What follows belongs to an exercise in optimizing a design on an open flow for small area, a short achievable clock period and few clock cycles; a production flow would make more cautious choices. RTL that was checked went through simulation tests only; none was proved equivalent to the original. Function not checked in runs 4 to 8: the RTL went through the layout flow alone. No activity file was given, so power comes from the tool's default toggle rates.

File: flow/run.sh
#!/bin/bash
# synth_recipe.tcl (not shown) runs the flow's synth.tcl, then flattens the netlist and writes it again
# the make line also repeats each setting of config.mk as NAME=value (left out here)
make -C /OpenROAD-flow-scripts/flow DESIGN_CONFIG=/design/flow/config.mk WORK_HOME=/design/flow/orfs CLKGATE_MAP_FILE= SYNTH_SCRIPT=/design/flow/synth_recipe.tcl finish
File: flow/config.mk
export PLATFORM = sky130hd
export DESIGN_NAME = full_reciprocal
export DESIGN_NICKNAME = full_reciprocal
export VERILOG_FILES = /design/flow/design.v
export SDC_FILE = /design/flow/constraint.sdc
export NUM_CORES = 4
export LEC_CHECK = 0
export CAP_MARGIN = 20
export CORE_MARGIN = 2
export CORE_UTILIZATION = 50
export SETUP_SLACK_MARGIN = 5
export SLEW_MARGIN = 20
File: flow/constraint.sdc
create_clock -name core_clock -period 8.0 [get_ports {clk}]
set_input_delay 1.6000 -clock core_clock [delete_from_list [all_inputs] [get_ports {clk}]]
set_output_delay 1.6000 -clock core_clock [all_outputs]
set_load 0.01 [all_outputs]
File: flow/design.v
`timescale 1ns / 1ps
module full_reciprocal(
input logic clk,
input logic rst,  
input logic start,
output logic ready,
input logic [15:0] input0,
output logic [23:0] output0  
);
localparam int FL = 16;           
localparam int XW = FL - 1;       
localparam int KMAX = 1 << (20 - FL);
logic          busy;
logic [XW-1:0] x;      
logic [XW:0]   p;      
logic [19:0]   q;      
logic [19:0]   res;    
assign output0 = {4'b0, res};
logic fast;
assign fast = |input0[15:FL-1];
logic [KMAX+1:8] t;    
always_comb begin
	for (int k = 8; k <= KMAX; k++) t[k] = ({4'b0, input0} <= 20'(524288 / k));
	t[KMAX+1] = 1'b0;
end
logic [19:0] fq;
always_comb begin
	fq = '0;
	for (int k = 8; k <= KMAX; k++)
		if (t[k] & ~t[k+1]) fq = fq | 20'(k);
end
logic [33:16] t2;      
always_comb begin
	for (int k = 16; k <= 32; k++) t2[k] = ({5'b0, x} <= 20'(524288 / k));
	t2[33] = 1'b0;
end
logic [19:0] fq2;
always_comb begin
	fq2 = '0;
	for (int k = 16; k <= 32; k++)
		if (t2[k] & ~t2[k+1]) fq2 = fq2 | 20'(k);
end
logic [XW:0] p0;
always_comb begin
	logic any;
	any = 1'b0;
	for (int i = XW; i >= 1; i--) begin
		p0[i] = input0[i-1] & ~any;
		any = any | input0[i-1];
	end
	p0[0] = ~any;
end
logic [XW+1:0] diff;
logic          qb;
logic [XW-1:0] r;
assign diff = {1'b0, p} - {2'b0, x};
assign qb   = ~diff[XW+1];
assign r    = qb ? diff[XW-1:0] : p[XW-1:0];
logic        pow2;
logic [19:0] xrev;
always_ff @(posedge clk) pow2 <= (x & (x - 1'b1)) == '0;
always_comb begin
	xrev = '0;
	for (int i = 0; i < XW; i++) xrev[19-i] = x[i];
end
logic done, done2;
assign done  = busy & q[19];
assign done2 = busy & x[XW-1];
always_ff @(posedge clk) begin
	if (!busy) begin
		x <= input0[XW-1:0];
		p <= p0;
		q <= {{(19-XW){1'b0}}, p0};
	end else begin
		p <= {r, 1'b0};
		q <= {q[18:0], qb};
	end
	if (!rst) begin
		if (done2)
			res <= fq2;
		else if (done)
			res <= pow2 ? xrev : {q[18:0], qb};
		else if (!busy && start && fast)
			res <= fq;
	end
	if (rst) begin
		busy  <= 1'b0;
		ready <= 1'b0;
	end else begin
		busy  <= busy ? ~(done | done2) : start & ~fast;
		ready <= done | done2 | (~busy & start & fast);
	end
end
endmodule
==> flow_summary.json, run 1 <==
{
  "rr_startpoint": "x[14]$_DFFE_PN_",
  "cts_buffers": 9,
  "hold_viol_final": 0,
  "wl_mm": 15.9,
  "grt_setup_unrepaired": "yes",
  "cts_tree": "built",
  "yosysTopAreaCellShare": 0.214,
  "vias": 4861,
  "min_from": "q[3]$_DFF_P_",
  "row_count": 36,
  "worst_pin_slew_ps": 840,
  "place_congestion": 0.990,
  "clock_latency_ps": 360,
  "cts_buffer_depth": 2,
  "setup_total_negative_slack_ps": 0,
  "cp_max_fo": 9,
  "path_class": "primary input to register",
  "setup_viol": 0,
  "max_freq_mhz": 334,
  "worst_setup_path_start_kind": "primary input",
  "avgViaCountPerCell": 6.46,
  "synth.largest_area_cell": "edfxtp_1",
  "layout_common_cells": "62 x nand2_1, 58 x nor2_1, 39 x dfxtp_1, 35 x edfxtp_1, 33 x a21oi_1",
  "num-nets-final": 649,
  "end_kind": "register",
  "syn_inst": 582,
  "syn_area_mm2": 0.00492,
  "core_area_mm2": 0.00964,
  "grt_pass1_vias": 4478,
  "async_reset_ff_frac": 0,
  "diodes": 0,
  "initial_core_util": 0.510,
  "p_clk_frac": 0.320,
  "drv_cap": 0,
  "yosysSeqAreaShare": 0.373,
  "r2r_end": "res[0]$_DFFE_PP_",
  "rrSetupSlack_ps": 5040,
  "ys_seq_elements": 74,
  "io_buffers": 39,
  "areaGrowthSynthToFinish_pct": 17.8,
  "die_w_um": 103,
  "drtAntennaViolNets": 0,
  "ir_drop_mv": 0.152,
  "antenna_found_initial": 0,
  "grt_start_max_net_pins": 43,
  "skew_ps": 13.1,
  "p_leak_nw": 2.17,
  "grtUsageTotal": 0.303,
  "combPwrFrac": 0.231,
  "arrival_ps": 3100,
  "avgSynthCellArea_um2": 8.45,
  "first_pass_iters": 6,
  "p_seq_frac": 0.449,
  "dieArea_mm2": 0.0106,
  "yosys_warnings": 1,
  "synth.distinct_cells": 77,
  "post_drt_wl_per_cell_um": 21.1,
  "reg2reg_depth": 7,
  "ys.flop_type": "dfxtp_1",
  "outcome": "no timing/DRC/antenna violations",
  "clkTransAtPathRegs_ps": 80,
  "internal-power_w": 0.000649,
  "power-per-cell-area_mw_per_mm2": 165,
  "cts_htree_levels": 3,
  "fin_crit_ps": 2990,
  "synth_area_leaders": "edfxtp_1 21%, dfxtp_1 16%, nand2_1 4.8%",
  "finalCritPeriodShare": 0.374,
  "final_util": 0.601,
  "maxSlewHeadroom": 0.432,
  "ios": 44,
  "cts.sinks": 74,
  "switching_share": 0.323,
  "synth_edf_count": 35,
  "grt_pass1_wl_mm": 24.4,
  "power_switching_w": 0.000309,
  "fp.dieH_um": 103,
  "drc": 0,
  "final_common_cell": "nand2_1",
  "drive_gt1_frac": 0.150,
  "maxSlewViolCount": 0,
  "nFillCells": 907,
  "multi_input_area_mm2": 0.00292,
  "required_ps": 8110,
  "cp-startpoint": "input0[1]",
  "grt-ovfl-total": 0,
  "dp_hpwl_mm": 11.0,
  "hold_depth": 2,
  "hold_path.class": "register to register",
  "clockRootBuffer": "clkbuf_8",
  "initialDrtViolationCount": 482,
  "cts-hold-fix-buffers": 0,
  "whs_endpoint": "q[4]$_DFF_P_",
  "regArea_mm2": 0.00183
}
[synthesized netlist by cell type (3+ instances only)]
cell and instances:
o21ai_1 10, or3_1 6, nor4_1 5, o211ai_1 5, a311o_1 3, nand2_1 63
o31ai_1 4, a21oi_1 36, nor3_1 24, nor4b_1 4, o21a_1 7, o2111ai_1 4
and3_1 3, dfxtp_1 39, buf_2 9, mux2i_1 22, buf_4 6, inv_1 24
a211oi_1 5, and2_1 5, nor2_1 60, o22ai_1 3, o41ai_1 7, xnor2_1 7
o21ai_0 26, a21o_1 7, a311oi_1 3, buf_1 3, ha_1 15, a31oi_1 5
buf_6 4, a22o_1 3, nand3_1 26, clkbuf_1 24, nand4_1 10, edfxtp_1 35
o311ai_0 5, a41o_1 3
[power groups by stage]
stage	logic, W	clock network (W)	registers, W
6_report	0.000221	0.000307	0.000430
5_1_grt	0.000239	0.000324	0.000431
4_1_cts	0.000207	0.000308	0.000428
3_5_place_dp	0.000178	0	0.000456
3_3_place_gp	0.000175	0	0.000456
2_1_floorplan	0.000148	0	0.000432
[worst max-delay path by stage]
stage / end / cells past startpoint
floorplan: res[0]$_DFFE_PP_ / 8
global placement: res[0]$_DFFE_PP_ / 8
detailed placement: res[0]$_DFFE_PP_ / 8
CTS: res[0]$_DFFE_PP_ / 10
global route: res[1]$_DFFE_PP_ / 7
finish: res[1]$_DFFE_PP_ / 8
[area by class of cell]
| cell class | count | area share |
|---|---|---|
| clock inverter | 7 | 0.0147 |
| clock buffer | 9 | 0.0214 |
| multi-input combinational | 440 | 0.504 |
| tap | 133 | 0.0287 |
| inverter | 25 | 0.0169 |
| timing repair buffer | 64 | 0.0981 |
| sequential | 74 | 0.316 |
[repair_timing]
action,CTS,global route
cloned,0,0
endpoints found under the setup margin,49,11
pin swaps,5,10
gates resized for setup,80,42
setup buffers,18,5
[state kept, by name, summed over array words and instances, names as in the netlist]
signal and count:
p 16, pow2 1, res 20, x 15, ready 1, q 20
busy 1
[routing by layer]
metal  part of all wire  GRT usage  wire length, um  up-vias
met5                  0          0                0        -
met4              0.038      0.136              606        0
met3              0.091     0.0551             1440       50
met2               0.47      0.484             7420      292
met1               0.40      0.402             6420     2289
li1                   -          -                -     2230
[per-stage QoR]
step / area, um^2 / setup WS, ps / total power [W] / std cells / hold WS, ps
3_5_place_dp: 5320 / 3940 / 0.000634 / 713 / 440
6_report: 5790 / 5010 / 0.000957 / 752 / 454
3_3_place_gp: 5320 / 4010 / 0.000631 / 713 / 441
2_1_floorplan: 5030 / 4910 / 0.000580 / 585 / 419
4_1_cts: 5650 / 5000 / 0.000944 / 747 / 450
5_1_grt: 5790 / 4980 / 0.000994 / 752 / 479
[critical path: stages]
cell,delay (ps)
buf_6,120
o21ai_4,160
a21oi_2,70
o211a_1,230
a2111oi_4,200
a311o_1,250
o22ai_2,110
a221o_1,350
[cell families (layout without fill, tap and decap cells)]
logic type / after synthesis / in the layout / synth area share
AOI/OAI and AO/OA: 164 / 164 / 0.231
xor gates and xnor gates: 9 / 9 / 0.0160
and+or+nand+nor: 223 / 223 / 0.222
buffers and inverters: 71 / 105 / 0.0672
muxes: 22 / 22 / 0.0448
DFF: 74 / 74 / 0.373
other: 1 / 4 / 0.000763
adders and majority gates: 18 / 18 / 0.0463
Testbench counts, summed over its fixed seeds: cycles 3,763.
==> run 2: changes to the inputs <==
--- a/flow/config.mk
+++ b/flow/config.mk
@@ -7,6 +7,6 @@
 export LEC_CHECK = 0
 export CAP_MARGIN = 20
 export CORE_MARGIN = 2
-export CORE_UTILIZATION = 50
+export CORE_UTILIZATION = 30
 export SETUP_SLACK_MARGIN = 5
 export SLEW_MARGIN = 20
==> run 2 against run 1 <==
  * Still clean
  * Routed wire length rose by 7.6%
  * Flip-flop and latch count did not move
  * Combinational power rose by 4%
  * Power rose by 9.2%
  * Clock skew fell by 4.5 ps
  * Synthesized cell count did not move
  * Count of clock-buffer cells in the layout rose by 4
  * Cell area rose by 3.9%
  * Non-clock buffer count rose by 1
  * Global-route usage fell by 11 points
  * Clock power rose by 25%
==> flow_summary.json, run 2 <==
{
  "yosysTopAreaCellShare": 0.214,
  "avgViaCountPerCell": 5.81,
  "cts.sinks": 74,
  "p_leak_nw": 2.24,
  "layout_common_cells": "61 x nand2_1, 57 x nor2_1, 39 x dfxtp_1, 35 x edfxtp_1, 33 x a21oi_1",
  "clockRootBuffer": "clkbuf_16",
  "avgSynthCellArea_um2": 8.45,
  "arrival_ps": 3120,
  "maxSlewViolCount": 0,
  "hold_path.class": "register to register",
  "ir_drop_mv": 0.107,
  "cts_buffer_depth": 2,
  "yosysMostFrequentCell": "nand2_1",
  "rr_startpoint": "x[2]$_DFFE_PN_",
  "dp_hpwl_mm": 12.0,
  "yosysSeqAreaShare": 0.373,
  "cts_buffers": 9,
  "reg2reg_depth": 10,
  "grt_pass1_vias": 4614,
  "hold_depth": 2,
  "grtUsageTotal": 0.194,
  "final_common_cell": "nand2_1",
  "ios": 44,
  "fin_crit_ps": 3060,
  "hold_viol_final": 0,
  "wl_met2_mm": 7.72,
  "clkTransAtPathRegs_ps": 60,
  "place_congestion": 0.931,
  "grt_pass1_wl_mm": 26.4,
  "ys.flop_type": "dfxtp_1",
  "synth_common_cells": "63 x nand2_1, 60 x nor2_1, 39 x dfxtp_1",
  "grt-ovfl-total": 0,
  "drc": 0,
  "skew_ps": 8.63,
  "synth_area_leaders": "edfxtp_1 21%, dfxtp_1 16%, nand2_1 4.8%",
  "rrSetupSlack_ps": 5030,
  "maxSlewHeadroom": 0.346,
  "die_w_um": 132,
  "worst_setup_path_start_kind": "primary input",
  "grt_start_max_net_pins": 43,
  "setup_viol": 0,
  "fin_hold_ws_ps": 455,
  "ys_seq_elements": 74,
  "diodes": 0,
  "drv_cap": 0,
  "initialDrtViolationCount": 430,
  "fp.dieH_um": 132,
  "yosys_warnings": 1,
  "antenna_found_initial": 0,
  "wl_met1_mm": 7.38,
  "cp_max_fo": 13,
  "syn_inst": 582,
  "whs_endpoint": "q[12]$_DFF_P_",
  "first_pass_iters": 8,
  "worst_pin_slew_ps": 980,
  "drive_gt1_frac": 0.153,
  "initial_core_util": 0.308,
  "dr_wl_met3_mm": 1.43,
  "min_from": "q[11]$_DFF_P_",
  "async_reset_ff_frac": 0,
  "num-nets-final": 650,
  "vias": 4861,
  "required_ps": 8060,
  "path_class": "primary input to register",
  "wl_mm": 17.1,
  "max_freq_mhz": 327,
  "top_layer": "met4",
  "setup_total_negative_slack_ps": 0,
  "synth.distinct_cells": 77,
  "synth_edf_count": 35,
  "outcome": "no timing/DRC/antenna violations",
  "grt_setup_unrepaired": "yes",
  "dieArea_mm2": 0.0174,
  "row_count": 46,
  "post_drt_wl_per_cell_um": 20.4,
  "drtAntennaViolNets": 0,
  "end_kind": "register",
  "clock_latency_ps": 350,
  "cts_tree": "built",
  "cts_htree_levels": 3,
  "core_area_mm2": 0.0159,
  "syn_area_mm2": 0.00492,
  "finalCritPeriodShare": 0.383,
  "synth.largest_area_cell": "edfxtp_1",
  "io_buffers": 39,
  "r2r_end": "res[0]$_DFFE_PP_",
  "top_regs": "q x20, res x20, p x16",
  "areaGrowthSynthToFinish_pct": 22.4,
  "power-per-cell-area_mw_per_mm2": 174
}
## run 2: power by group
group | leakage, nW | switching, W | internal, W
Clock | 0.143 | 0.000152 | 0.000233
Sequential | 0.661 | 0.0000171 | 0.000414
Combinational | 1.43 | 0.000143 | 0.0000860
## run 2: what timing repair did
item | in CTS | in global routing
hold buffers | 0 | 0
resized for setup | 96 | 34
gates cloned | 0 | 0
buffers inserted | 19 | 5
pin swaps | 9 | 4
endpoints found under the setup margin | 50 | 12
## run 2: worst max-delay path, stage by stage
cell,delay [ps]
buf_6,130
nor4bb_4,310
o211a_1,230
a2111oi_4,40
a311o_1,370
buf_4,150
buf_4,120
nand3_1,90
a211oi_2,70
## run 2: cells by family (layout without fill, tap and decap cells)
| logic type | Yosys count | in the layout | share of synthesized area |
|---|---|---|---|
| other | 1 | 4 | 0.000763 |
| XOR/XNOR | 9 | 9 | 0.0160 |
| buffers and inverters | 71 | 106 | 0.0672 |
| AND/OR/NAND/NOR | 223 | 223 | 0.222 |
| flip-flops | 74 | 74 | 0.373 |
| adder cells (fa/ha/maj) | 18 | 18 | 0.0463 |
| AO/OA/AOI/OAI | 164 | 164 | 0.231 |
| multiplexers | 22 | 22 | 0.0448 |
## run 2: final cells by class
| class | count | area (um^2) |
|---|---|---|
| Sequential cell | 74 | 1830 |
| Clock buffer | 13 | 270 |
| Clock inverter | 3 | 13.8 |
| Timing Repair Buffer | 65 | 564 |
| Inverter | 25 | 93.8 |
| Tap cell | 216 | 270 |
| Multi-Input combinational cell | 440 | 2970 |
| Fill cell | 1618 | 9930 |
## run 2: through the flow
stage	std cells	setup slack [ps]	utilization	power (W)	instance area (um^2)
2_1_floorplan	585	4910	-	0.000580	5030
3_3_place_gp	796	3860	0.340	0.000640	5420
3_5_place_dp	796	3880	0.340	0.000640	5420
4_1_cts	831	4920	0.368	0.00104	5870
5_1_grt	836	4900	0.377	0.00109	6020
6_report	836	4940	0.377	0.00105	6020
## run 2: metal layers
layer / vias up / global-route usage
li1: 2237 / -
met1: 2320 / 0.259
met2: 254 / 0.302
met3: 50 / 0.0473
met4: 0 / 0.0785
met5: - / 0
## run 2: worst max path at each step
| stage | start | to | slack [ps] | cells past startpoint |
|---|---|---|---|---|
| after detailed placement | input0[14] | res[0]$_DFFE_PP_ | 3880 | 8 |
| after global routing | input0[8] | res[2]$_DFFE_PP_ | 4900 | 9 |
| final | input0[8] | res[2]$_DFFE_PP_ | 4940 | 9 |
| after floorplan | input0[10] | res[0]$_DFFE_PP_ | 4910 | 8 |
| after global placement | input0[14] | res[0]$_DFFE_PP_ | 3860 | 8 |
| after CTS | input0[2] | res[0]$_DFFE_PP_ | 4920 | 9 |
==> run 3: changes to the inputs <==
--- a/flow/config.mk
+++ b/flow/config.mk
@@ -7,6 +7,6 @@
 export LEC_CHECK = 0
 export CAP_MARGIN = 20
 export CORE_MARGIN = 2
-export CORE_UTILIZATION = 30
-export SETUP_SLACK_MARGIN = 5
+export CORE_UTILIZATION = 40
+export SETUP_SLACK_MARGIN = 4.8
 export SLEW_MARGIN = 20
==> run 3 against run 2 <==
  * Utilization up 11 points
  * Flip-flop and latch count unchanged
  * Sequential power about the same
==> flow_summary.json, run 3 <==
{
  "io_buffers": 39,
  "fin_crit_ps": 3230,
  "hold_path.class": "register to register",
  "synth.largest_area_cell": "edfxtp_1",
  "maxSlewHeadroom": 0.342,
  "cts.sinks": 74,
  "wl_met2_mm": 7.38,
  "synth_area_leaders": "edfxtp_1 21%, dfxtp_1 16%, nand2_1 4.8%",
  "grt_pass1_vias": 4562,
  "worst_setup_path_start_kind": "primary input",
  "grt-ovfl-total": 0,
  "yosys_warnings": 1,
  "synth.distinct_cells": 77,
  "hold_viol_final": 0,
  "path_class": "primary input to register",
  "first_pass_iters": 5,
  "top_regs": "q x20, res x20, p x16",
  "final_common_cell": "nand2_1",
  "clock_latency_ps": 340,
  "end_kind": "register",
  "final_cell_area_mm2": 0.00583,
  "avgSynthCellArea_um2": 8.45,
  "initial_core_util": 0.409,
  "cts-hold-fix-buffers": 0,
  "nFillCells": 1183,
  "async_reset_ff_frac": 0,
  "core_area_mm2": 0.0120,
  "dieArea_mm2": 0.0132,
  "ios": 44,
  "grt_start_max_net_pins": 42,
  "cts_buffers": 9,
  "ir_drop_mv": 0.104,
  "drv_cap": 0,
  "maxSlewViolCount": 0,
  "synth_edf_count": 35,
  "cts_tree": "built",
  "avgViaCountPerCell": 6.36,
  "ys.flop_type": "dfxtp_1",
  "synth_common_cells": "63 x nand2_1, 60 x nor2_1, 39 x dfxtp_1",
  "diodes": 0,
  "worst_pin_slew_ps": 986,
  "cts_htree_levels": 3,
  "grt_setup_unrepaired": "yes",
  "top_layer": "met4",
  "fp.dieH_um": 115,
  "clockRootBuffer": "clkbuf_16",
  "cp_max_fo": 12,
  "die_w_um": 115,
  "p_leak_nw": 2.20,
  "wl_mm": 16.5,
  "yosysMostFrequentCell": "nand2_1",
  "dr_wl_met3_mm": 1.63,
  "ys_seq_elements": 74,
  "max_freq_mhz": 310,
  "wl_met1_mm": 6.64,
  "final_util": 0.485,
  "yosysTopAreaCellShare": 0.214,
  "layout_common_cells": "63 x nand2_1, 58 x nor2_1, 39 x dfxtp_1, 35 x edfxtp_1, 33 x a21oi_1",
  "setup_viol": 0,
  "syn_inst": 582,
  "grtUsageTotal": 0.255,
  "grt_pass1_wl_mm": 25.6,
  "drive_gt1_frac": 0.135,
  "areaGrowthSynthToFinish_pct": 18.5,
  "num-nets-final": 650,
  "setup_total_negative_slack_ps": 0,
  "outcome": "no timing/DRC/antenna violations",
  "dp_hpwl_mm": 11.8,
  "power-per-cell-area_mw_per_mm2": 185,
  "drtAntennaViolNets": 0,
  "vias": 4876,
  "initialDrtViolationCount": 455,
  "place_congestion": 0.972,
  "clkTransAtPathRegs_ps": 60,
  "drc": 0,
  "place_area_mm2": 0.00532,
  "cts_buffer_depth": 2,
  "post_drt_wl_per_cell_um": 21.5,
  "syn_area_mm2": 0.00492,
  "required_ps": 8180,
  "antenna_found_initial": 0,
  "finalCritPeriodShare": 0.403,
  "arrival_ps": 3400,
  "skew_ps": 6.86,
  "yosysSeqAreaShare": 0.373,
  "row_count": 40
}
==> run 3: cell count changes in the layout (fill, tap and decap cells not counted), sizes merged <==
cell           previous run  this run
clkdlybuf4s15             0         1
bufinv                    0         1
clkinv                    4         3
clkbuf                   16        15
inv                      24        25
clkinvlp                  0         1
buf                      39        37
==> run 3: final cells by class <==
| cell class | count | area, um^2 | share of cell area |
|---|---|---|---|
| Multi-Input combinational cell | 440 | 2890 | 0.495 |
| Inverter | 25 | 93.8 | 0.0161 |
| Tap cell | 147 | 184 | 0.0316 |
| Clock inverter | 5 | 58.8 | 0.0101 |
| Timing Repair Buffer | 65 | 518 | 0.0889 |
| Clock buffer | 11 | 254 | 0.0436 |
| Sequential cell | 74 | 1830 | 0.314 |
==> run 3: routing by layer <==
metal / global-route usage / vias to the layer above
li1: - / 2233
met1: 0.336 / 2251
met2: 0.409 / 315
met3: 0.0422 / 77
met4: 0.120 / 0
met5: 0 / -
==> run 3: repair_timing <==
action / CTS / global route
endpoints found under the hold margin: 0 / 0
pin swaps: 4 / 4
buffers inserted: 9 / 14
resized for setup: 54 / 42
setup endpoints to repair: 43 / 15
==> run 3: worst paths after layout <==
path                                     start                to  slack [ps]  depth (start not counted)
worst min register to register   q[14]$_DFF_P_     q[15]$_DFF_P_         450                          2
worst max register to register  x[3]$_DFFE_PN_  res[0]$_DFFE_PP_        4820                         10
worst max-delay path                input0[15]  res[0]$_DFFE_PP_        4770                          9
worst min-delay path             q[14]$_DFF_P_     q[15]$_DFF_P_         450                          2
==> run 3: report_power, final <==
group,internal [W],switching [W]
logic,0.0000808,0.000137
clock network,0.000261,0.000168
registers,0.000414,0.0000162
==> run 3: metrics by stage <==
stage | std cells | total power (W) | worst slack (ps) | hold slack (ps)
6_report | 767 | 0.00108 | 4770 | 452
5_1_grt | 767 | 0.00112 | 4650 | 466
4_1_cts | 753 | 0.00107 | 4760 | 454
3_5_place_dp | 728 | 0.000635 | 3940 | 439
3_3_place_gp | 728 | 0.000635 | 3980 | 440
2_1_floorplan | 585 | 0.000577 | 4810 | 419
==> run 3: worst max-delay path, cell delays in order <==
cell and delay (ps):
clkdlybuf4s15_1 440, nand2_1 180, o2111ai_1 250, a21oi_1 110, o41ai_1 350, nand2_1 130
o21ai_2 80, a311oi_2 60, a211oi_1 200
==> run 3: cell families after synthesis <==
| kind of cell | share of synthesized area |
|---|---|
| other | 0.000763 |
| AO/OA/AOI/OAI | 0.231 |
| AND/OR/NAND/NOR | 0.222 |
| XOR/XNOR | 0.0160 |
| multiplexers | 0.0448 |
| flip-flops | 0.373 |
| buffers and inverters | 0.0672 |
| adder cells (fa/ha/maj) | 0.0463 |
==> run 4: changes to the inputs <==
--- a/flow/design.v
+++ b/flow/design.v
@@ -29,15 +29,15 @@
 	for (int k = 8; k <= KMAX; k++)
 		if (t[k] & ~t[k+1]) fq = fq | 20'(k);
 end
-logic [33:16] t2;      
+logic [48:16] t2;      
 always_comb begin
-	for (int k = 16; k <= 32; k++) t2[k] = ({5'b0, x} <= 20'(524288 / k));
-	t2[33] = 1'b0;
+	for (int k = 16; k <= 47; k++) t2[k] = ({5'b0, x} <= 20'(524288 / k));
+	t2[48] = 1'b0;
 end
 logic [19:0] fq2;
 always_comb begin
 	fq2 = '0;
-	for (int k = 16; k <= 32; k++)
+	for (int k = 16; k <= 47; k++)
 		if (t2[k] & ~t2[k+1]) fq2 = fq2 | 20'(k);
 end
 logic [XW:0] p0;
@@ -65,7 +65,7 @@
 end
 logic done, done2;
 assign done  = busy & q[19];
-assign done2 = busy & x[XW-1];
+assign done2 = busy & (x > 15'd10922);
 always_ff @(posedge clk) begin
 	if (!busy) begin
 		x <= input0[XW-1:0];
--- a/flow/config.mk
+++ b/flow/config.mk
@@ -8,5 +8,5 @@
 export CAP_MARGIN = 20
 export CORE_MARGIN = 2
 export CORE_UTILIZATION = 40
-export SETUP_SLACK_MARGIN = 4.8
+export SETUP_SLACK_MARGIN = 5
 export SLEW_MARGIN = 20
==> run 4 against run 3 <==
  * Fmax rose by 1.9%
  * Final cell count up 27%
  * Sequential share of layout area shrank 7.7 points
  * Largest power group is now the clock network
  * Highest routed layer unchanged
==> flow_summary.json, run 4 <==
{
  "maxSlewViolCount": 0,
  "nFillCells": 1435,
  "place_ws_ps": 3710,
  "synth_common_cells": "60 x nand2_1, 56 x nor2_1, 41 x a21oi_1",
  "dieArea_mm2": 0.0166,
  "cpPeakStageDelay_ps": 340,
  "post_drt_wl_per_cell_um": 27.5,
  "path_class": "primary input to register",
  "initialDrtViolationCount": 802,
  "yosys_warnings": 1,
  "synth_edf_count": 35,
  "async_reset_ff_frac": 0,
  "yosysMostFrequentCell": "nand2_1",
  "setup_viol": 0,
  "fin_cells": 977,
  "fin_crit_ps": 3170,
  "p_leak_nw": 2.77,
  "wl_mm": 26.8,
  "die_w_um": 129,
  "top_regs": "q x20, res x20, p x16",
  "drive_gt1_frac": 0.184,
  "avgViaCountPerCell": 6.98,
  "core_area_mm2": 0.0152,
  "skew_ps": 6.57,
  "fp.dieH_um": 129,
  "synth_area_leaders": "edfxtp_1 17%, dfxtp_1 13%, nand2_1 3.6%",
  "hold_viol_final": 0,
  "yosysSeqAreaShare": 0.295,
  "clockRootBuffer": "clkbuf_16",
  "slowest_stage": "o311a_1",
  "cts_buffers": 9,
  "power-per-cell-area_mw_per_mm2": 167,
  "areaGrowthSynthToFinish_pct": 24.3,
  "ios": 44,
  "synth.largest_area_cell": "edfxtp_1",
  "ys.flop_type": "dfxtp_1",
  "diodes": 0,
  "layout_common_cells": "60 x nand2_1, 50 x nor2_1, 39 x a21oi_1, 39 x dfxtp_1, 35 x edfxtp_1",
  "cp_cell_sequence": "buf_8 -> o211ai_1 -> a21oi_2 -> o311a_1 -> o311a_1 -> a2111oi_4 -> a21oi_1 -> o32a_1",
  "final_common_cell": "nand2_1",
  "clkTransAtPathRegs_ps": 70,
  "cts.sinks": 74,
  "drc": 0,
  "vias": 6815,
  "finalCritPeriodShare": 0.396,
  "syn_area_mm2": 0.00622,
  "worst_slack_ps": 4830,
  "grt_pass1_vias": 6490,
  "initial_core_util": 0.409,
  "grt-ovfl-total": 0,
  "maxSlewHeadroom": 0.330,
  "grt_setup_unrepaired": "yes",
  "syn_inst": 759,
  "drv_cap": 0,
  "max_freq_mhz": 316,
  "required_ps": 8090,
  "avgSynthCellArea_um2": 8.19,
  "cts_tree": "built",
  "grt_start_max_net_pins": 42,
  "yosysTopAreaCellShare": 0.169,
  "synth.distinct_cells": 83,
  "ir_drop_mv": 0.110,
  "first_pass_iters": 6,
  "critPathMostFrequentCell": "o311a_1",
  "antenna_found_initial": 1,
  "grtUsageTotal": 0.324,
  "row_count": 45,
  "num-nets-final": 819,
  "final_util": 0.508,
  "multi_input_area_mm2": 0.00438,
  "hold_path.class": "register to register",
  "cts_buffer_depth": 2,
  "arrival_ps": 3250,
  "io_buffers": 39,
  "place_congestion": 0.974,
  "setup_total_negative_slack_ps": 0,
  "dp_hpwl_mm": 18.3,
  "cts-hold-fix-buffers": 0,
  "end_kind": "register",
  "rrSetupSlack_ps": 4860,
  "worst_setup_path_start_kind": "primary input",
  "worst_pin_slew_ps": 1000,
  "drtAntennaViolNets": 0,
  "cts_htree_levels": 3,
  "placed_cells": 937,
  "regArea_mm2": 0.00183,
  "grt_pass1_wl_mm": 40.4,
  "cp_max_fo": 7,
  "ys_seq_elements": 74,
  "outcome": "no timing/DRC/antenna violations",
  "clock_latency_ps": 340
}
==> run 4: cell count changes in the layout (fill, tap and decap cells not counted), moves of 9 or more <==
cell,change
and2_1,+10
buf_6,+13
a211o_1,+9
buf_2,-10
==> run 4: final timing paths <==
kind	cells after the start	endpoint	start
worst max-delay path	8	res[0]$_DFFE_PP_	input0[0]
worst min-delay path	2	q[10]$_DFF_P_	q[9]$_DFF_P_
worst max register to register	8	res[3]$_DFFE_PP_	x[14]$_DFFE_PN_
worst min register to register	2	q[10]$_DFF_P_	q[9]$_DFF_P_
==> run 4: stage by stage <==
step / total power [W] / cell area (um^2) / hold slack (ps)
2_1_floorplan: 0.000676 / 6360 / 419
3_3_place_gp: 0.000785 / 6700 / 437
3_5_place_dp: 0.000786 / 6700 / 445
4_1_cts: 0.00127 / 7510 / 453
5_1_grt: 0.00133 / 7730 / 479
6_report: 0.00129 / 7730 / 463
==> run 4: where the power goes <==
group	switching [W]	total [W]	internal (W)
Sequential	0.0000101	0.000428	0.000417
Clock	0.000175	0.000448	0.000274
Combinational	0.000267	0.000413	0.000147
Total	0.000451	0.00129	0.000838
==> run 4: repair_timing <==
action,4_1_cts,5_1_grt
endpoints found under the setup margin,61,43
pin swaps,24,20
hold endpoints to repair,0,0
resized for setup,166,34
cloned,1,1
buffers inserted,15,7
==> run 4: logic make-up after synthesis <==
kind of cell | synth area share
xor gates and xnor gates | 0.0113
DFF | 0.295
muxes | 0.0356
buffers and inverters | 0.0757
other | 0.000603
AOI/OAI and AO/OA | 0.260
adders and majority gates | 0.0334
and+or+nand+nor | 0.289
==> run 4: cell type report <==
cell class	instances	share of cell area
clock buffers	11	0.0342
flip-flops and latches	74	0.237
clock inverters	5	0.00874
inverters	26	0.0126
multi-input cells	592	0.567
repair buffers	81	0.110
well taps	188	0.0304
==> run 4: worst max-delay path: cells and delay by family <==
family,cells,cell delay [ps]
AO/OA/AOI/OAI,7,1540
buffers and inverters,1,110
==> run 4: layer usage <==
metal | vias to the layer above | wire (um) | GRT usage
li1 | 2994 | - | -
met1 | 3283 | 10600 | 0.409
met2 | 443 | 12500 | 0.525
met3 | 95 | 2280 | 0.0690
met4 | 0 | 1490 | 0.167
met5 | - | 0 | 0
==> run 5: changes to the inputs <==
--- a/flow/design.v
+++ b/flow/design.v
@@ -29,15 +29,15 @@
 	for (int k = 8; k <= KMAX; k++)
 		if (t[k] & ~t[k+1]) fq = fq | 20'(k);
 end
-logic [48:16] t2;      
+logic [40:16] t2;      
 always_comb begin
-	for (int k = 16; k <= 47; k++) t2[k] = ({5'b0, x} <= 20'(524288 / k));
-	t2[48] = 1'b0;
+	for (int k = 16; k <= 39; k++) t2[k] = ({5'b0, x} <= 20'(524288 / k));
+	t2[40] = 1'b0;
 end
 logic [19:0] fq2;
 always_comb begin
 	fq2 = '0;
-	for (int k = 16; k <= 47; k++)
+	for (int k = 16; k <= 39; k++)
 		if (t2[k] & ~t2[k+1]) fq2 = fq2 | 20'(k);
 end
 logic [XW:0] p0;
@@ -65,7 +65,7 @@
 end
 logic done, done2;
 assign done  = busy & q[19];
-assign done2 = busy & (x > 15'd10922);
+assign done2 = busy & (x > 15'd13107);
 always_ff @(posedge clk) begin
 	if (!busy) begin
 		x <= input0[XW-1:0];
==> run 5 against run 4 <==
  * Clock power down 4.5%
  * Highest routed layer unchanged
  * Setup slack got worse by 81 ps
  * Final cell count fell by 13%
  * Still clean on timing, DRC and antenna
  * Die area fell by 13%
  * Global-route usage down 4.7 points
  * Sequential power increased by 0.9%
  * Utilization fell by 0.72 points
==> flow_summary.json, run 5 <==
{
  "setup_viol": 0,
  "antenna_found_initial": 0,
  "first_pass_iters": 6,
  "maxSlewViolCount": 0,
  "wl_mm": 19.9,
  "avgSynthCellArea_um2": 8.56,
  "yosys_warnings": 1,
  "crit_buf_inv": 1,
  "clkTransAtPathRegs_ps": 50,
  "setup_total_negative_slack_ps": 0,
  "areaGrowthSynthToFinish_pct": 22.5,
  "dieArea_mm2": 0.0144,
  "cpPeakStageDelay_ps": 410,
  "top_regs": "q x20, res x20, p x16",
  "cp_max_fo": 8,
  "power-per-cell-area_mw_per_mm2": 178,
  "num-nets-final": 704,
  "fin_crit_ps": 3250,
  "outcome": "no timing/DRC/antenna violations",
  "ys.flop_type": "dfxtp_1",
  "drtAntennaViolNets": 0,
  "slowest_stage": "or4_4",
  "layout_common_cells": "50 x nand2_1, 48 x nor2_1, 44 x o21ai_0, 38 x dfxtp_1, 36 x buf_4",
  "hold_viol_final": 0,
  "synth.largest_area_cell": "edfxtp_1",
  "grt_setup_unrepaired": "yes",
  "cts_buffers": 9,
  "worst_setup_path_start_kind": "primary input",
  "yosysSeqAreaShare": 0.340,
  "drv_cap": 0,
  "ir_drop_mv": 0.127,
  "grt-ovfl-total": 0,
  "grt_pass1_vias": 5281,
  "synth_area_leaders": "edfxtp_1 19%, dfxtp_1 14%, mux2i_1 4.5%",
  "path_class": "primary input to register",
  "grt_start_max_net_pins": 38,
  "core_area_mm2": 0.0132,
  "arrival_ps": 3320,
  "critPathTopFamily": "compound AO/OA/AOI/OAI gates",
  "max_freq_mhz": 308,
  "syn_area_mm2": 0.00540,
  "hold_path.class": "register to register",
  "avgViaCountPerCell": 6.51,
  "drive_gt1_frac": 0.182,
  "initialDrtViolationCount": 709,
  "final_common_cell": "nand2_1",
  "synth_edf_count": 35,
  "async_reset_ff_frac": 0,
  "grtUsageTotal": 0.277,
  "maxSlewHeadroom": 0.561,
  "synth.distinct_cells": 86,
  "initial_core_util": 0.409,
  "diodes": 0,
  "ys_seq_elements": 74,
  "end_kind": "register",
  "nFillCells": 1220,
  "dp_hpwl_mm": 13.3,
  "skew_ps": 8.34,
  "syn_inst": 630,
  "synth_common_cells": "51 x nand2_1, 49 x nor2_1, 46 x o21ai_0",
  "die_w_um": 120,
  "worst_pin_slew_ps": 657,
  "clockRootBuffer": "clkbuf_16",
  "vias": 5536,
  "yosysTopAreaCellShare": 0.195,
  "grt_pass1_wl_mm": 30.8,
  "fin_hold_ws_ps": 457,
  "place_congestion": 0.950,
  "cts_htree_levels": 3,
  "cts_tree": "built",
  "ios": 44,
  "row_count": 42,
  "io_buffers": 39,
  "clock_latency_ps": 340,
  "finalCritPeriodShare": 0.406,
  "required_ps": 8070,
  "cp_cell_sequence": "buf_12 -> o31a_1 -> or4_4 -> a32oi_2 -> a41oi_2 -> a21boi_4 -> nor4b_4 -> a211oi_2",
  "cts_buffer_depth": 2,
  "drc": 0,
  "fp.dieH_um": 120,
  "p_leak_nw": 2.44,
  "yosysMostFrequentCell": "nand2_1",
  "post_drt_wl_per_cell_um": 23.4,
  "cts.sinks": 74
}
[run 5: cell types whose count changed in the layout (fill, tap and decap cells not counted), moves of 6 or more]
| cell | change |
|---|---|
| buf_4 | +6 |
| or3_1 | -6 |
| a21oi_1 | -10 |
| nor4bb_1 | -7 |
| nand3_1 | -20 |
| buf_6 | -9 |
| a211o_1 | -8 |
| nand2_1 | -10 |
| o21ai_0 | +12 |
[run 5: cell type report]
cell class	count	area, um^2	share of cell area
Clock buffer	12	236	0.0358
Clock inverter	4	76.3	0.0115
Inverter	26	97.6	0.0148
Multi-Input combinational cell	480	3420	0.518
Sequential cell	74	1830	0.277
Tap cell	176	220	0.0333
Timing Repair Buffer	78	724	0.110
[run 5: logic make-up (layout without fill, tap and decap cells)]
| group | count (synthesis) | in the layout | share of synthesized area |
|---|---|---|---|
| buffers and inverters | 80 | 120 | 0.0724 |
| other | 1 | 4 | 0.000695 |
| DFF | 74 | 74 | 0.340 |
| adders and majority gates | 17 | 17 | 0.0404 |
| muxes | 26 | 26 | 0.0487 |
| AOI/OAI and AO/OA | 199 | 200 | 0.259 |
| and+or+nand+nor | 224 | 224 | 0.225 |
| xor gates and xnor gates | 9 | 9 | 0.0146 |
[run 5: stage by stage]
step / total power, W / cells / area (um^2) / util / setup WS [ps]
2_1_floorplan: 0.000629 / 633 / 5470 / - / 4600
5_1_grt: 0.00122 / 850 / 6610 / 0.501 / 4700
3_3_place_gp: 0.000709 / 798 / 5790 / 0.439 / 3680
3_5_place_dp: 0.000707 / 798 / 5790 / 0.439 / 3670
4_1_cts: 0.00116 / 842 / 6380 / 0.484 / 4770
6_report: 0.00118 / 850 / 6610 / 0.501 / 4750
[run 5: worst paths after layout]
kind,startpoint,endpoint,slack [ps],cells past startpoint
worst max-delay path,input0[1],res[0]$_DFFE_PP_,4750,8
worst min-delay path,q[3]$_DFF_P_,q[4]$_DFF_P_,460,2
worst max register to register,x[1]$_DFFE_PN_,res[1]$_DFFE_PP_,4950,8
worst min register to register,q[3]$_DFF_P_,q[4]$_DFF_P_,460,2
[run 5: timing repair]
action	in CTS	in global routing
cloned	1	0
pin swaps	10	11
hold buffers	0	0
setup buffers	27	8
setup endpoints to repair	69	43
resized for setup	97	48
[run 5: worst reg2reg max path, delay by kind of cell (launching register included)]
family,cells,cell delay (ps)
compound gates,3,990
flops,1,510
buf+inv,2,360
simple gates,3,890
[run 5: per-layer routing]
metal / wire length (um) / share of wire / GRT usage
met5: 0 / 0 / 0
met3: 1690 / 0.085 / 0.0437
met1: 8150 / 0.41 / 0.376
met4: 1090 / 0.055 / 0.126
met2: 8940 / 0.45 / 0.434
[run 5: where the power goes]
group | total, W | internal, W | switching, W
Clock | 0.000428 | 0.000274 | 0.000154
Combinational | 0.000318 | 0.000119 | 0.000200
Sequential | 0.000432 | 0.000418 | 0.0000144
Total | 0.00118 | 0.000811 | 0.000368
==> run 6: changes to the inputs <==
--- a/flow/design.v
+++ b/flow/design.v
@@ -29,15 +29,15 @@
 	for (int k = 8; k <= KMAX; k++)
 		if (t[k] & ~t[k+1]) fq = fq | 20'(k);
 end
-logic [40:16] t2;      
+logic [65:16] t2;      
 always_comb begin
-	for (int k = 16; k <= 39; k++) t2[k] = ({5'b0, x} <= 20'(524288 / k));
-	t2[40] = 1'b0;
+	for (int k = 16; k <= 64; k++) t2[k] = ({5'b0, x} <= 20'(524288 / k));
+	t2[65] = 1'b0;
 end
 logic [19:0] fq2;
 always_comb begin
 	fq2 = '0;
-	for (int k = 16; k <= 39; k++)
+	for (int k = 16; k <= 64; k++)
 		if (t2[k] & ~t2[k+1]) fq2 = fq2 | 20'(k);
 end
 logic [XW:0] p0;
@@ -65,7 +65,7 @@
 end
 logic done, done2;
 assign done  = busy & q[19];
-assign done2 = busy & (x > 15'd13107);
+assign done2 = busy & (x[XW-1] | x[XW-2]);
 always_ff @(posedge clk) begin
 	if (!busy) begin
 		x <= input0[XW-1:0];
==> run 6 against run 5 <==
  * Still clean on timing, DRC and antenna
  * Synthesized area up 27%
  * Flip-flop and latch count stayed put
  * Die area increased by 26%
  * Register-to-register slack got worse by 270 ps
  * Fmax shrank 2.3%
  * Clock power increased by 1%
  * Sequential power fell by 2%
==> flow_summary.json, run 6 <==
{
  "whs_endpoint": "q[13]$_DFF_P_",
  "p_seq_frac": 0.308,
  "grt_pass1_vias": 7946,
  "row_count": 47,
  "synth_edf_count": 35,
  "dp_hpwl_mm": 22.8,
  "avgSynthCellArea_um2": 7.60,
  "yosysSeqAreaShare": 0.268,
  "r2r_end": "res[0]$_DFFE_PP_",
  "ys.flop_type": "dfxtp_1",
  "initialDrtViolationCount": 1237,
  "place_congestion": 1.04,
  "top_layer": "met4",
  "yosysTopAreaCellShare": 0.154,
  "ir_drop_mv": 0.107,
  "skew_ps": 8.54,
  "grt_setup_unrepaired": "yes",
  "power_switching_w": 0.000496,
  "avgViaCountPerCell": 7.28,
  "hold_viol_final": 0,
  "synth_common_cells": "80 x nor2_1, 72 x nand2_1, 60 x clkbuf_1",
  "grt_start_max_net_pins": 40,
  "outcome": "no timing/DRC/antenna violations",
  "rrSetupSlack_ps": 4680,
  "finalCritPeriodShare": 0.415,
  "max_freq_mhz": 301,
  "fin_crit_ps": 3320,
  "yosysMostFrequentCell": "nor2_1",
  "reg2reg_depth": 9,
  "wl_met1_mm": 12.6,
  "hold_path.class": "register to register",
  "end_kind": "register",
  "async_reset_ff_frac": 0,
  "cts_htree_levels": 3,
  "clockRootBuffer": "clkbuf_16",
  "cts-hold-fix-buffers": 0,
  "drtAntennaViolNets": 0,
  "vias": 8643,
  "diodes": 0,
  "first_pass_iters": 9,
  "cp_max_fo": 19,
  "combPwrFrac": 0.376,
  "setup_viol": 0,
  "synth.largest_area_cell": "edfxtp_1",
  "internal-power_w": 0.000881,
  "core_area_mm2": 0.0166,
  "cts_buffer_depth": 2,
  "wl_met2_mm": 15.3,
  "maxSlewViolCount": 0,
  "setup_total_negative_slack_ps": 0,
  "arrival_ps": 3410,
  "cts.sinks": 74,
  "fp.dieH_um": 135,
  "grt_pass1_wl_mm": 50.6,
  "syn_area_mm2": 0.00684,
  "required_ps": 8090,
  "grtUsageTotal": 0.374,
  "yosys_warnings": 1,
  "switching_share": 0.360,
  "worst_pin_slew_ps": 941,
  "power-per-cell-area_mw_per_mm2": 147,
  "hold_depth": 2,
  "layout_common_cells": "78 x buf_4, 75 x nor2_1, 69 x nand2_1, 47 x o21ai_0, 42 x a21oi_1",
  "drive_gt1_frac": 0.267,
  "ios": 44,
  "cp-startpoint": "x[3]$_DFFE_PN_",
  "initial_core_util": 0.411,
  "post_drt_wl_per_cell_um": 29.8,
  "worst_setup_path_start_kind": "register",
  "synth_area_leaders": "edfxtp_1 15%, dfxtp_1 11%, nor2_1 4.4%",
  "drc": 0,
  "p_clk_frac": 0.315,
  "maxSlewHeadroom": 0.372,
  "syn_inst": 899,
  "final_common_cell": "buf_4",
  "antenna_found_initial": 0,
  "min_from": "q[12]$_DFF_P_",
  "clkTransAtPathRegs_ps": 60,
  "p_total_w": 0.00138,
  "dr_wl_met3_mm": 4.24,
  "rr_startpoint": "x[3]$_DFFE_PN_",
  "cts_tree": "built",
  "drv_cap": 0,
  "wl_mm": 35.4,
  "path_class": "register to register",
  "grt-ovfl-total": 0,
  "top_regs": "q x20, res x20, p x16",
  "synth.distinct_cells": 78,
  "ys_seq_elements": 74,
  "clock_latency_ps": 340,
  "die_w_um": 135,
  "num-nets-final": 998,
  "areaGrowthSynthToFinish_pct": 37.4,
  "final_util": 0.564,
  "p_leak_nw": 3.35,
  "cts_buffers": 9,
  "dieArea_mm2": 0.0181,
  "io_buffers": 39
}
-- run 6: critical path: stages, from the launching register on --
cell,delay [ps]
edfxtp_1,530
clkbuf_16,260
nor2_1,300
a31oi_1,140
o211ai_1,510
o21ai_0,190
a2111oi_1,560
nand3b_1,150
nor4_2,340
nor3_1,80
-- run 6: logic make-up after synthesis --
logic type | synth area share
buffers and inverters | 0.0650
other | 0.000549
AND/OR/NAND/NOR | 0.311
AO/OA/AOI/OAI | 0.273
flip-flops | 0.268
multiplexers | 0.0381
XOR/XNOR | 0.0128
adder cells (fa/ha/maj) | 0.0319
-- run 6: per-stage QoR --
step	cells	hold slack, ps	setup slack, ps	cell area [um^2]
2_1_floorplan	902	425	4660	6940
3_3_place_gp	1096	435	3340	7360
6_report	1188	449	4680	9390
3_5_place_dp	1096	439	3420	7360
4_1_cts	1150	451	4800	8520
5_1_grt	1188	473	4710	9390
-- run 6: timing repair --
item / CTS / global route
cloned: 4 / 5
gates resized for setup: 203 / 93
buffers inserted: 34 / 33
setup endpoints to repair: 34 / 24
pin swaps: 23 / 31
endpoints found under the hold margin: 0 / 0
-- run 6: power groups by stage --
stage	registers [W]	logic [W]	clock network, W
detailed placement	0.000432	0.000355	0
global route	0.000425	0.000534	0.000453
global placement	0.000432	0.000366	0
CTS	0.000422	0.000426	0.000439
floorplan	0.000430	0.000237	0
finish	0.000424	0.000519	0.000434
-- run 6: cell type report --
| class | instances | area [um^2] |
|---|---|---|
| fill | 1499 | 7250 |
| multi-input combinational | 720 | 5410 |
| sequential | 74 | 1830 |
| timing repair buffer | 136 | 1450 |
| tap | 220 | 275 |
| clock buffer | 12 | 267 |
| inverter | 22 | 100 |
| clock inverter | 4 | 56.3 |
-- run 6: layer usage --
| metal | vias up | GRT usage |
|---|---|---|
| met1 | 4017 | 0.452 |
| li1 | 3606 | - |
| met4 | 0 | 0.232 |
| met5 | - | 0.0139 |
| met3 | 253 | 0.106 |
| met2 | 767 | 0.587 |
-- run 6: how the worst max path moves through the flow --
| stage | end | slack, ps | depth (start not counted) |
|---|---|---|---|
| after CTS | res[0]$_DFFE_PP_ | 4800 | 9 |
| after global routing | res[0]$_DFFE_PP_ | 4710 | 8 |
| after floorplan | res[0]$_DFFE_PP_ | 4660 | 8 |
| final | res[0]$_DFFE_PP_ | 4680 | 9 |
| after detailed placement | res[2]$_DFFE_PP_ | 3420 | 9 |
| after global placement | res[3]$_DFFE_PP_ | 3340 | 9 |
==> run 7: changes to the inputs <==
--- a/flow/design.v
+++ b/flow/design.v
@@ -11,6 +11,7 @@
 localparam int XW = FL - 1;       
 localparam int KMAX = 1 << (20 - FL);
 logic          busy;
+logic          first;  
 logic [XW-1:0] x;      
 logic [XW:0]   p;      
 logic [19:0]   q;      
@@ -29,15 +30,15 @@
 	for (int k = 8; k <= KMAX; k++)
 		if (t[k] & ~t[k+1]) fq = fq | 20'(k);
 end
-logic [65:16] t2;      
-always_comb begin
-	for (int k = 16; k <= 64; k++) t2[k] = ({5'b0, x} <= 20'(524288 / k));
-	t2[65] = 1'b0;
-end
+logic [32:17] c2;      
+always_comb
+	for (int k = 17; k <= 32; k++) c2[k] = ({4'b0, input0} <= 20'(524288 / k));
+logic [33:16] t2;      
+assign t2 = {1'b0, q[15:0], 1'b1};
 logic [19:0] fq2;
 always_comb begin
 	fq2 = '0;
-	for (int k = 16; k <= 64; k++)
+	for (int k = 16; k <= 32; k++)
 		if (t2[k] & ~t2[k+1]) fq2 = fq2 | 20'(k);
 end
 logic [XW:0] p0;
@@ -64,13 +65,16 @@
 	for (int i = 0; i < XW; i++) xrev[19-i] = x[i];
 end
 logic done, done2;
-assign done  = busy & q[19];
-assign done2 = busy & (x[XW-1] | x[XW-2]);
+assign done  = busy & ~first & q[19];
+assign done2 = busy & x[XW-1];
 always_ff @(posedge clk) begin
 	if (!busy) begin
 		x <= input0[XW-1:0];
 		p <= p0;
-		q <= {{(19-XW){1'b0}}, p0};
+		q <= {4'b0, c2};
+	end else if (first) begin
+		p <= {r, 1'b0};
+		q <= {{(18-XW){1'b0}}, p, qb};
 	end else begin
 		p <= {r, 1'b0};
 		q <= {q[18:0], qb};
@@ -85,8 +89,10 @@
 	end
 	if (rst) begin
 		busy  <= 1'b0;
+		first <= 1'b0;
 		ready <= 1'b0;
 	end else begin
+		first <= ~busy & start & ~fast;
 		busy  <= busy ? ~(done | done2) : start & ~fast;
 		ready <= done | done2 | (~busy & start & fast);
 	end
==> run 7 against run 6 <==
  * Flip-flop and latch count is 1 higher
  * Worst hold slack better by 11 ps
  * Clock power is 15% lower
  * Clock skew is 1.2 ps lower
  * Combinational power is about 50% lower
  * Cell area is 29% lower
==> flow_summary.json, run 7 <==
{
  "outcome": "no timing/DRC/antenna violations",
  "yosysMostFrequentCell": "nor2_1",
  "yosysSeqAreaShare": 0.350,
  "place_congestion": 0.954,
  "fin_crit_ps": 3350,
  "multi_input_area_mm2": 0.00346,
  "maxSlewHeadroom": 0.275,
  "die_w_um": 119,
  "arrival_ps": 3420,
  "skew_ps": 7.38,
  "clockRootBuffer": "clkbuf_16",
  "hold_viol_final": 0,
  "place_ws_ps": 3370,
  "top_regs": "q x20, res x20, p x16",
  "clock_latency_ps": 340,
  "final_cell_area_mm2": 0.00671,
  "synth.distinct_cells": 66,
  "initial_core_util": 0.404,
  "wl_mm": 19.2,
  "grt_setup_unrepaired": "yes",
  "power-per-cell-area_mw_per_mm2": 162,
  "nFillCells": 1253,
  "setup_viol": 0,
  "fp.dieH_um": 119,
  "worst_setup_path_start_kind": "primary input",
  "regArea_mm2": 0.00185,
  "drive_gt1_frac": 0.178,
  "hold_path.class": "register to register",
  "reg2reg_depth": 8,
  "syn_area_mm2": 0.00529,
  "avgSynthCellArea_um2": 8.43,
  "synth_area_leaders": "edfxtp_1 20%, dfxtp_1 15%, mux2i_1 7.2%",
  "ir_drop_mv": 0.0998,
  "max_freq_mhz": 298,
  "ys_seq_elements": 75,
  "grt-ovfl-total": 0,
  "post_drt_wl_per_cell_um": 22.4,
  "dp_hpwl_mm": 12.8,
  "place_area_mm2": 0.00583,
  "drtAntennaViolNets": 0,
  "finalCritPeriodShare": 0.419,
  "rrSetupSlack_ps": 5030,
  "whs_endpoint": "q[17]$_SDFF_PP0_",
  "drc": 0,
  "setup_total_negative_slack_ps": 0,
  "p_leak_nw": 2.48,
  "cpPeakStageDelay_ps": 530,
  "yosysTopAreaCellShare": 0.199,
  "grtUsageTotal": 0.270,
  "final_common_cell": "nor2_1",
  "cts_htree_levels": 3,
  "ys.flop_type": "dfxtp_1",
  "dieArea_mm2": 0.0142,
  "grt_start_max_net_pins": 43,
  "async_reset_ff_frac": 0,
  "yosys_warnings": 1,
  "core_area_mm2": 0.0131,
  "vias": 5395,
  "path_class": "primary input to register",
  "ios": 44,
  "first_pass_iters": 5,
  "drv_cap": 0,
  "cp_max_fo": 19,
  "antenna_found_initial": 0,
  "rr_startpoint": "busy$_SDFF_PP0_",
  "grt_pass1_vias": 5318,
  "synth.largest_area_cell": "edfxtp_1",
  "num-nets-final": 709,
  "cts.sinks": 75,
  "worst_pin_slew_ps": 1090,
  "min_from": "q[16]$_SDFF_PN0_",
  "r2r_end": "res[0]$_DFFE_PP_",
  "maxSlewViolCount": 0,
  "cp_cell_sequence": "buf_6 -> or4_4 -> or4_4 -> o31a_1 -> o21a_1 -> a21oi_2 -> a221oi_2",
  "initialDrtViolationCount": 458,
  "io_buffers": 39,
  "hold_depth": 1,
  "critPathMostFrequentCell": "or4_4",
  "cts_tree": "built",
  "final_util": 0.513,
  "p_total_w": 0.00109,
  "diodes": 0,
  "clkTransAtPathRegs_ps": 60,
  "worst_slack_ps": 4650,
  "layout_common_cells": "55 x nor2_1, 40 x dfxtp_1, 38 x mux2i_1, 37 x a21oi_1",
  "slowest_stage": "or4_4",
  "grt_pass1_wl_mm": 29.6,
  "cts_buffers": 9,
  "avgViaCountPerCell": 6.31,
  "required_ps": 8070,
  "areaGrowthSynthToFinish_pct": 26.9,
  "synth_edf_count": 35,
  "end_kind": "register",
  "synth_common_cells": "58 x nor2_1, 43 x a21oi_1, 40 x dfxtp_1, 40 x nand2_1, 40 x o21ai_0",
  "row_count": 42,
  "cts_buffer_depth": 2,
  "syn_inst": 628
}
[run 7: changes by cell type after synthesis, moves of 9 or more]
cell,previous run,this run
a31oi_1,24,12
and2_1,16,7
buf_1,12,3
buf_2,10,1
clkbuf_1,60,35
inv_1,19,29
mux2i_1,26,38
nand2_1,72,40
nand3_1,31,19
nand4_1,24,11
nor2_1,80,58
nor3_1,34,22
nor4_1,23,8
o21ai_0,53,40
[run 7: through the flow]
step	std cells	hold slack, ps
after detailed placement	812	448
after floorplan	631	429
final	855	460
after global routing	855	481
after CTS	851	464
after global placement	812	442
[run 7: worst max-delay path by stage]
stage | startpoint | to | cells past startpoint
after floorplan | input0[12] | res[2]$_DFFE_PP_ | 6
after global placement | input0[12] | res[2]$_DFFE_PP_ | 7
final | input0[14] | res[2]$_DFFE_PP_ | 7
after detailed placement | input0[12] | res[0]$_DFFE_PP_ | 6
after CTS | input0[11] | res[3]$_DFFE_PP_ | 8
after global routing | input0[4] | res[2]$_DFFE_PP_ | 8
[run 7: area by class of cell]
type / count / area share
inverters: 29 / 0.0162
repair buffers: 74 / 0.119
multi-input cells: 485 / 0.516
clock inverters: 2 / 0.00186
well taps: 176 / 0.0328
clock buffers: 14 / 0.0378
flip-flops and latches: 75 / 0.276
[run 7: worst max-delay path: cells and delay by family]
family,cells,cell delay [ps]
and+or+nand+nor,2,960
AOI/OAI and AO/OA,4,690
buffers and inverters,1,150
[run 7: power by group]
part,internal [W],leakage [nW],switching [W]
Clock,0.000218,0.129,0.000149
Sequential,0.000428,0.673,0.0000324
Combinational,0.000108,1.68,0.000152
Total,0.000754,2.48,0.000334
[run 7: cells by family (layout without fill, tap and decap cells)]
| family | Yosys count | count (layout) | synth area share |
|---|---|---|---|
| compound gates | 175 | 176 | 0.223 |
| xor+xnor | 12 | 12 | 0.0199 |
| fa+ha+maj | 17 | 17 | 0.0411 |
| buf+inv | 72 | 119 | 0.0541 |
| flops | 75 | 75 | 0.350 |
| mux | 38 | 38 | 0.0719 |
| other cells | 1 | 4 | 0.000709 |
| simple gates | 238 | 238 | 0.239 |
[run 7: metal layers]
layer	track usage	routed length [um]
met5	0	0
met1	0.336	7780
met2	0.443	9320
met4	0.101	546
met3	0.0785	1550
[run 7: repair_timing]
action,in CTS,in global routing
setup endpoints to repair,56,52
hold buffers,0,0
pin swaps,13,8
gates cloned,4,2
resized for setup,112,49
setup buffers,19,2
==> run 8: changes to the inputs <==
--- a/flow/config.mk
+++ b/flow/config.mk
@@ -8,5 +8,6 @@
 export CAP_MARGIN = 20
 export CORE_MARGIN = 2
 export CORE_UTILIZATION = 40
+export CTS_BUF_LIST = sky130_fd_sc_hd__clkbuf_8
 export SETUP_SLACK_MARGIN = 5
 export SLEW_MARGIN = 20
==> run 8 against run 7 <==
  * Highest routed layer unchanged
  * Cell area fell by 2.3%
  * Via count decreased by 1.2%
  * Die area stayed put
  * Synthesized area stayed put
  * Largest cell class unchanged
  * Register-to-register slack lost 20 ps
  * Non-clock buffer count fell by 2
  * Synthesized cell count is the same
  * Count of clock-buffer cells in the layout decreased by 4
  * Final cell count decreased by 0.23%
  * Sequential share of layout area rose by 0.64 points
  * Power decreased by 11%
==> flow_summary.json, run 8 <==
{
  "worst_slack_ps": 4670,
  "outcome": "no timing/DRC/antenna violations",
  "antenna_found_initial": 0,
  "cts-hold-fix-buffers": 0,
  "final_util": 0.502,
  "core_area_mm2": 0.0131,
  "multi_input_area_mm2": 0.00346,
  "grt_start_max_net_pins": 43,
  "drc": 0,
  "regArea_mm2": 0.00185,
  "yosysTopAreaCellShare": 0.199,
  "synth.distinct_cells": 66,
  "power-per-cell-area_mw_per_mm2": 148,
  "maxSlewViolCount": 0,
  "dp_hpwl_mm": 12.8,
  "diodes": 0,
  "syn_area_mm2": 0.00529,
  "initial_core_util": 0.404,
  "cpPeakStageDelay_ps": 530,
  "arrival_ps": 3410,
  "cts_tree": "built",
  "final_cell_area_mm2": 0.00656,
  "layout_common_cells": "54 x nor2_1, 40 x dfxtp_1, 38 x mux2i_1, 37 x a21oi_1, 36 x nand2_1",
  "areaGrowthSynthToFinish_pct": 24.0,
  "setup_viol": 0,
  "first_pass_iters": 5,
  "fp.dieH_um": 119,
  "drv_cap": 0,
  "synth_area_leaders": "edfxtp_1 20%, dfxtp_1 15%, mux2i_1 7.2%",
  "slowest_stage": "or4_4",
  "place_area_mm2": 0.00583,
  "num-nets-final": 707,
  "die_w_um": 119,
  "post_drt_wl_per_cell_um": 22.3,
  "avgSynthCellArea_um2": 8.43,
  "cp_cell_sequence": "buf_6 -> or4_4 -> or4_4 -> o31a_1 -> o21a_1 -> a21oi_2 -> a221oi_2",
  "cts_buffer_depth": 2,
  "place_ws_ps": 3370,
  "clock_latency_ps": 350,
  "ys.flop_type": "dfxtp_1",
  "cts_htree_levels": 3,
  "worst_pin_slew_ps": 1090,
  "grt-ovfl-total": 0,
  "grt_setup_unrepaired": "yes",
  "async_reset_ff_frac": 0,
  "ios": 44,
  "row_count": 42,
  "cts_buffers": 9,
  "fin_crit_ps": 3330,
  "drive_gt1_frac": 0.173,
  "end_kind": "register",
  "crit_buf_inv": 1,
  "skew_ps": 13.9,
  "critPathMostFrequentCell": "or4_4",
  "hold_viol_final": 0,
  "avgViaCountPerCell": 6.25,
  "finalCritPeriodShare": 0.416,
  "place_congestion": 0.954,
  "hold_path.class": "register to register",
  "io_buffers": 39,
  "maxSlewHeadroom": 0.274,
  "clkTransAtPathRegs_ps": 80,
  "grtUsageTotal": 0.269,
  "nFillCells": 1277,
  "ys_seq_elements": 75,
  "yosysSeqAreaShare": 0.350,
  "synth_common_cells": "58 x nor2_1, 43 x a21oi_1, 40 x dfxtp_1, 40 x nand2_1, 40 x o21ai_0",
  "vias": 5332,
  "final_common_cell": "nor2_1",
  "drtAntennaViolNets": 0,
  "yosys_warnings": 1,
  "max_freq_mhz": 301,
  "setup_total_negative_slack_ps": 0,
  "p_total_w": 0.000969,
  "p_leak_nw": 2.43,
  "grt_pass1_wl_mm": 29.6,
  "ir_drop_mv": 0.0886,
  "clockRootBuffer": "clkbuf_8",
  "cts.sinks": 75,
  "syn_inst": 628,
  "top_regs": "q x20, res x20, p x16",
  "initialDrtViolationCount": 507,
  "cp_max_fo": 19,
  "grt_pass1_vias": 5329,
  "yosysMostFrequentCell": "nor2_1",
  "worst_setup_path_start_kind": "primary input",
  "dieArea_mm2": 0.0142,
  "synth.largest_area_cell": "edfxtp_1",
  "path_class": "primary input to register",
  "wl_mm": 19.1,
  "synth_edf_count": 35,
  "critPathTopFamily": "simple AND/OR/NAND/NOR gates",
  "required_ps": 8090
}
run 8: cell families after synthesis:
logic type | Yosys count | synth area share
AO/OA/AOI/OAI | 175 | 0.223
XOR/XNOR | 12 | 0.0199
adder cells (fa/ha/maj) | 17 | 0.0411
buffers and inverters | 72 | 0.0541
flip-flops | 75 | 0.350
multiplexers | 38 | 0.0719
other | 1 | 0.000709
AND/OR/NAND/NOR | 238 | 0.239
run 8: layout make-up:
cell class,count,area share
clock inverter,6,0.00419
multi-input combinational,485,0.528
clock buffer,10,0.0210
sequential,75,0.282
inverter,29,0.0166
tap,176,0.0336
timing repair buffer,72,0.115
run 8: metal layers:
metal  track usage  wire length (um)  share of wire
met5             0                 0              0
met4        0.0975               548          0.029
met3        0.0761              1490          0.078
met2         0.443              9200           0.48
met1         0.335              7830           0.41
run 8: final timing paths:
path,from,end,slack [ps],depth (start not counted)
worst max register to register,busy$_SDFF_PP0_,res[0]$_DFFE_PP_,5010,8
worst min register to register,q[16]$_SDFF_PN0_,q[17]$_SDFF_PP0_,460,1
worst max-delay path,input0[14],res[2]$_DFFE_PP_,4670,7
worst min-delay path,q[16]$_SDFF_PN0_,q[17]$_SDFF_PP0_,460,1
run 8: through the flow:
stage               hold slack (ps)  instances
detailed placement              448        812
floorplan                       429        631
finish                          464        853
global route                    486        853
CTS                             468        849
global placement                442        812
run 8: power by group:
part | switching, W | internal [W] | leakage (nW) | total (W)
logic | 0.000151 | 0.000106 | 1.66 | 0.000257
clock network | 0.000136 | 0.000116 | 0.0989 | 0.000252
registers | 0.0000328 | 0.000427 | 0.673 | 0.000460
total | 0.000320 | 0.000649 | 2.43 | 0.000969
run 8: worst reg2reg max path, delay by kind of cell (launching register included):
family                 cells  cell delay (ps)
DFF                        1              320
and+or+nand+nor            2             1020
buffers and inverters      3              810
AOI/OAI and AO/OA          3              580
run 8: repair_timing:
| item | CTS | global route |
|---|---|---|
| resized for setup | 108 | 51 |
| buffers inserted | 17 | 3 |
| gates cloned | 4 | 1 |
| setup endpoints to repair | 56 | 51 |
| pin swaps | 16 | 11 |

-- static timing again, ports no longer ideal --
In the flow no input, the clock included, has a driving cell. The finished layouts below were timed again as built, in two steps. Step 1 assumes that a clkbuf_16 drives the clock port and a buf_2 every other input. Step 2, shift: input delay + t, output delay - t, t = (earliest + latest rising clock arrival at the registers) / 2. This alone moves slack from input paths to output paths. Slacks: no drivers / after step 1 / after step 2; pairs: no drivers / after step 1.
run | t, ns | setup WS [ns] | worst slew at a driven data input, ns | cell pins on the clock port's net
run 1 | 0.388 | 5.005 / 5.008 / 4.621 | 0.06 | 1
run 2 | 0.384 | 4.939 / 4.933 / 4.550 | 0.06 | 1
run 3 | 0.376 | 4.773 / 4.785 / 4.410 | 0.03 | 1
run 4 | 0.382 | 4.835 / 4.785 / 4.403 | 0.14 | 1
run 5 | 0.368 | 4.753 / 4.742 / 4.374 | 0.07 | 1
run 6 | 0.394 | 4.677 / 4.677 / 4.329 | 0.07 | 1
run 7 | 0.377 | 4.650 / 4.621 / 4.245 | 0.15 | 1
run 8 | 0.382 | 4.674 / 4.662 / 4.280 | 0.07 | 1
After both steps setup and hold are still met in every run listed. The setup slack of run 4, which loses most, moves by -0.050 ns with the drivers and by -0.432 ns with both steps.
